Context: an optimization exercise on an open-source flow, tuned for small area, a short achievable clock period and few clock cycles. The choices shown serve that exercise and are no tape-out recipe. Function was checked by simulation only, so behaviour that the tests miss may differ from the original.

== run 1 ==
// dividor_rtl
module dividor_rtl #(parameter SIZE=16)
		(
			input clk, rst, start,
			input [SIZE-1:0] a, b,
			output [SIZE-1:0] m,
			output [9:0] f,
			output done,
			output div0);
Size: ~1100 cells after synthesis, about 95 flip-flops, roughly 63 I/O pins, about 9300 um^2 of cells after synthesis.
clock: 7.5 ns
lec_check: 0
cap_margin: 20
core_margin: 2
core_utilization: 40
setup_slack_margin: 4.3
slew_margin: 20
run.sh (not shown) runs the stock make flow with config.mk's settings and CLKGATE_MAP_FILE= SYNTH_SCRIPT=/design/flow/synth_recipe.tcl, a recipe that flattens the netlist after the stock synthesis.
Run 1 | stages: all done | timing, DRC, antenna: all pass
Testbench counts of run 1, summed over its fixed seeds: cycles 15,606.
Inputs modified between run 1 and run 2:
Settings: changing SETUP_SLACK_MARGIN from 4.3 to 4.0.
Results
Going from run 1 to run 2, the critical path data arrival time was found to have gone down by 1.48 ns.
[compare] base=run 1 new=run 2: final cell utilization of the core now smaller, data required time at the worst endpoint now smaller.
The inputs of run 3 differ from those of run 2 as listed below.
Settings: SETUP_SLACK_MARGIN now 4.6, was 4.0.
Findings:
Wire length of the first global-routing pass in run 3 is about 6.5% above run 2.
Comparing run 3 with run 2, the synthesized cell count came out essentially unchanged.
Against run 2, run 3 comes in 6.5 points higher on utilization.
diff inputs: run 3 => run 4
Settings: SETUP_SLACK_MARGIN changed from 4.6 to 4.0; CORE_UTILIZATION changed from 40 to 60.
--- outcome ---
- Per the comparison of run 4 with run 3, area taken by multi-input logic gates fell by about 12%; worst hold slack barely changed.
- The launch point of the critical path comes out p[15]$_DFF_P_ in one run and b_r[1]$_DFFE_PN_ in the other, namely in run 4 and run 3 respectively.
- In run 4 the first-iteration DRC count turned out 5 higher than in run 3.
- The initial standard-cell utilization of the core number comes out higher for run 4 vs run 3.
- Global routing met3 resource utilization for run 4: 0.59 points down relative to run 3
- Looking at run 3 and run 4, the placer's final routability congestion estimate is a wash.
- Run 4 ended with more core utilization than run 3.
- The uppermost metal layer occupied by signal nets comes out met4 in one run and met5 in the other, namely in run 4 and run 3 respectively.

The RTL this note starts from:
==> flow/design.v <==
module dividor_rtl #(parameter SIZE=16)
		(
			input clk, rst, start,
			input [SIZE-1:0] a, b,
			output [SIZE-1:0] m,
			output [9:0] f,
			output done,
			output div0);
		localparam IDLE  = 3'd0;
		localparam FIRST = 3'd1;     
		localparam INT   = 3'd2;
		localparam MUL   = 3'd3;
		localparam FRAC  = 3'd4;
		localparam FIN   = 3'd5;
		reg [2:0] state;
		reg [2:0] cnt;           
		reg [15:0] b_r;
		reg [17:0] b3;           
		reg [15:0] p;            
		reg [15:0] q;            
		reg [9:0] fr;            
		reg [1:0] nb;            
		reg [3:0] la, lb;        
		reg short_r;             
		integer i;
		function [3:0] lead(input [15:0] x);
			begin
				lead[3] = |x[15:8];
				lead[2] = |x[15:12] | (~|x[15:8] & |x[7:4]);
				lead[1] = |x[15:14] | (~|x[15:12] & |x[11:10]) | (~|x[15:8] & |x[7:6])
				        | (~|x[15:4] & |x[3:2]);
				lead[0] = x[15] | (~|x[15:14] & x[13]) | (~|x[15:12] & x[11])
				        | (~|x[15:10] & x[9]) | (~|x[15:8] & x[7]) | (~|x[15:6] & x[5])
				        | (~|x[15:4] & x[3]) | (~|x[15:2] & x[1]);
			end
		endfunction
		wire az = la == 4'd0 && !q[0];      
		wire short = az || la < lb;
		wire [3:0] dl = la - lb;             
		wire [2:0] k = dl[3:1];              
		wire [31:0] a_sh = {2'b00, q, 14'd0} >> {k, 1'b0};
		wire [17:0] t = {p, nb};
		wire [18:0] d1 = {1'b0, t} - {3'b0, b_r};
		wire [18:0] d2 = {1'b0, t} - {2'b0, b_r, 1'b0};
		wire [18:0] d3 = {1'b0, t} - {1'b0, b3};
		wire s3 = !d3[18];
		wire s2 = d3[18] && !d2[18];
		wire s1 = d2[18] && !d1[18];
		wire s0 = d1[18];
		wire [1:0] qq = {!d2[18], s3 | s1};
		wire [15:0] p_step = ({16{s3}} & d3[15:0]) | ({16{s2}} & d2[15:0])
		                   | ({16{s1}} & d1[15:0]) | ({16{s0}} & t[15:0]);
		wire [25:0] n1000 = {p, 10'd0} - {6'd0, p, 4'd0} - {7'd0, p, 3'd0};
		wire mul_now = (state == MUL) || (state == FIRST && short);
		always @(posedge clk or posedge rst)
			if (rst)
				state <= IDLE;
			else case (state)
				IDLE:  if (start) state <= FIRST;
				FIRST: state <= !short ? INT : (p == 16'd0) ? FIN : FRAC;
				INT:   if (cnt == 3'd0) state <= MUL;
				MUL:   state <= (p == 16'd0) ? FIN : FRAC;
				FRAC:  if (cnt == 3'd0) state <= FIN;
				default: state <= IDLE;
			endcase
		always @(posedge clk) begin
			b3 <= {1'b0, b_r, 1'b0} + {2'b0, b_r};
			la <= lead(a);
			lb <= lead(b);
			if (state == IDLE)
				b_r <= b;
			if (state == FIRST)
				short_r <= short;
			case (state)
				IDLE: begin
					p <= a;
					q <= a;
				end
				INT: begin
					p <= p_step;
					q <= {q[13:0], qq};
					cnt <= cnt - 3'd1;
				end
				FIRST, MUL: begin
					if (mul_now) begin
						p <= n1000[25:10];
						cnt <= 3'd4;
					end else begin
						p <= a_sh[31:16];
						q <= a_sh[15:0];
						cnt <= k;
					end
				end
				default: begin
					p <= p_step;
					cnt <= cnt - 3'd1;
				end
			endcase
			if (mul_now)
				nb <= n1000[9:8];
			else if (state == FIRST)
				nb <= a_sh[15:14];
			else if (state == INT)
				nb <= q[13:12];
			else
				nb <= fr[7:6];
			if (mul_now)
				fr <= n1000[9:0];
			else
				fr <= {fr[7:0], qq};
		end
		assign m = short_r ? 16'd0 : q;
		assign f = fr;
		assign done = (state == FIN);
		assign div0 = (b_r == 16'd0);
endmodule
clock: 7.5 ns
lec_check: 0
cap_margin: 20
core_margin: 2
core_utilization: 45
setup_slack_margin: 4.3
slew_margin: 20
standard.sh (not shown) runs the stock make flow with config.mk's settings and CLKGATE_MAP_FILE= SYNTH_SCRIPT=/design/flow/synth_recipe.tcl, a recipe that flattens the netlist after the stock synthesis.
==> flow/flow/run.sh <==
#!/bin/bash
# The standard layout flow, with the port buffers made from buf_2 cells
# instead of the default delay-buffer cells. Every input and output port
# still gets its own buffer.
set -e
export BUFFER_PORTS_ARGS="-buffer_cell sky130_fd_sc_hd__buf_2"
bash standard.sh > standard.log 2>&1
Testbench counts at the start, summed over its fixed seeds: cycles 15,606.
Next try:
==> flow/flow/run.sh (replaced) <==
#!/bin/bash
# The standard layout flow, with the port buffers made from buf_4 cells
# instead of the default delay-buffer cells. Every input and output port
# still gets its own buffer.
set -e
export BUFFER_PORTS_ARGS="-buffer_cell sky130_fd_sc_hd__buf_4"
bash standard.sh > standard.log 2>&1
- CORE_UTILIZATION: 45 -> 40
Effect: Via count went up by about 1.2%. Worst setup slack gains 0.27 ns. Clock-buffer cell count goes down by 1. Routed wire length went up by 3.5%. Die area increases by about 12%. Clock skew drops by 0.0037 ns. Final cell count stays flat. Flip-flop and latch count does not change.
Next try:
==> flow/flow/run.sh (replaced) <==
#!/bin/bash
# The standard layout flow, with the port buffers made from buf_2 cells
# instead of the default delay-buffer cells. Every input and output port
# still gets its own buffer.
set -e
export BUFFER_PORTS_ARGS="-buffer_cell sky130_fd_sc_hd__buf_2"
bash standard.sh > standard.log 2>&1
Area after synthesis stays the same.
Sequential share of layout area goes up by 0.37 points.
Maximum frequency climbs by a few percent.
Via count drops slightly.
Cell area is lower slightly.
Global-route usage goes down by 0.36 points.
Next try:
==> flow/flow/run.sh (replaced) <==
#!/bin/bash
# The standard layout flow, with two changes:
#  - the port buffers are buf_2 cells instead of the default delay-buffer
#    cells (every input and output port still gets its own buffer);
#  - synthesis and floorplan run without the extra setup margin, so that
#    gates are sized for timing only once placement gives wire estimates.
set -e
export BUFFER_PORTS_ARGS="-buffer_cell sky130_fd_sc_hd__buf_2"
sed 's/SETUP_SLACK_MARGIN=[0-9.]*/SETUP_SLACK_MARGIN=0/' standard.sh > standard_nomargin.sh
bash standard_nomargin.sh floorplan > standard_floorplan.log 2>&1
bash standard.sh > standard.log 2>&1
What happened:
- die area does not change
- setup slack stays the same
- hold slack stays the same
- via count does not change

-- re-timing with driven ports --
The results above use ideal ports. As a check the final layouts listed here were re-extracted and re-timed, cells and wires unchanged.
Step 1 (the two cells are an assumption about what drives the block):
set clk [get_ports {clk}]
set_driving_cell -lib_cell sky130_fd_sc_hd__clkbuf_16 $clk
set_driving_cell -lib_cell sky130_fd_sc_hd__buf_2 [delete_from_list [all_inputs] $clk]
Step 2 also shifts input and output timing later by t, the mid clock arrival at the registers, as if the neighbouring blocks saw the same clock.
Slacks: ideal / step 1 / step 2; pairs: ideal / step 1.
| run | shift t [ns] | setup WS [ns] | worst setup path at the end | latest minus earliest clock arrival (ns) | worst register clock-pin slew, ns |
|---|---|---|---|---|---|
| run 1 | 0.411 | 4.363 / 4.352 / 4.214 | input to register | 0.020 / 0.019 | 0.08 / 0.08 |
| run 2 | 0.408 | 4.092 / 4.046 / 4.157 | register to register | 0.017 / 0.017 | 0.08 / 0.08 |
| run 3 | 0.407 | 4.503 / 4.456 / 4.322 | input to register | 0.018 / 0.018 | 0.08 / 0.08 |
| run 4 | 0.406 | 4.087 / 4.087 / 4.087 | register to register | 0.011 / 0.010 | 0.08 / 0.08 |
| the first run of note 2 | 0.398 | 4.110 / 4.110 / 4.110 | register to register | 0.017 / 0.017 | 0.08 / 0.08 |
| the second run of note 2 | 0.399 | 4.378 / 4.370 / 4.378 | register to register | 0.014 / 0.014 | 0.08 / 0.08 |
| the third run of note 2 | 0.397 | 4.439 / 4.394 / 4.443 | register to register | 0.019 / 0.019 | 0.08 / 0.08 |
| the fourth run of note 2 | 0.397 | 4.439 / 4.394 / 4.443 | register to register | 0.019 / 0.019 | 0.08 / 0.08 |
After both steps every run listed still meets setup and hold. The setup slack of run 3, which loses most, moves by -0.047 ns with the drivers and by -0.181 ns with both steps.
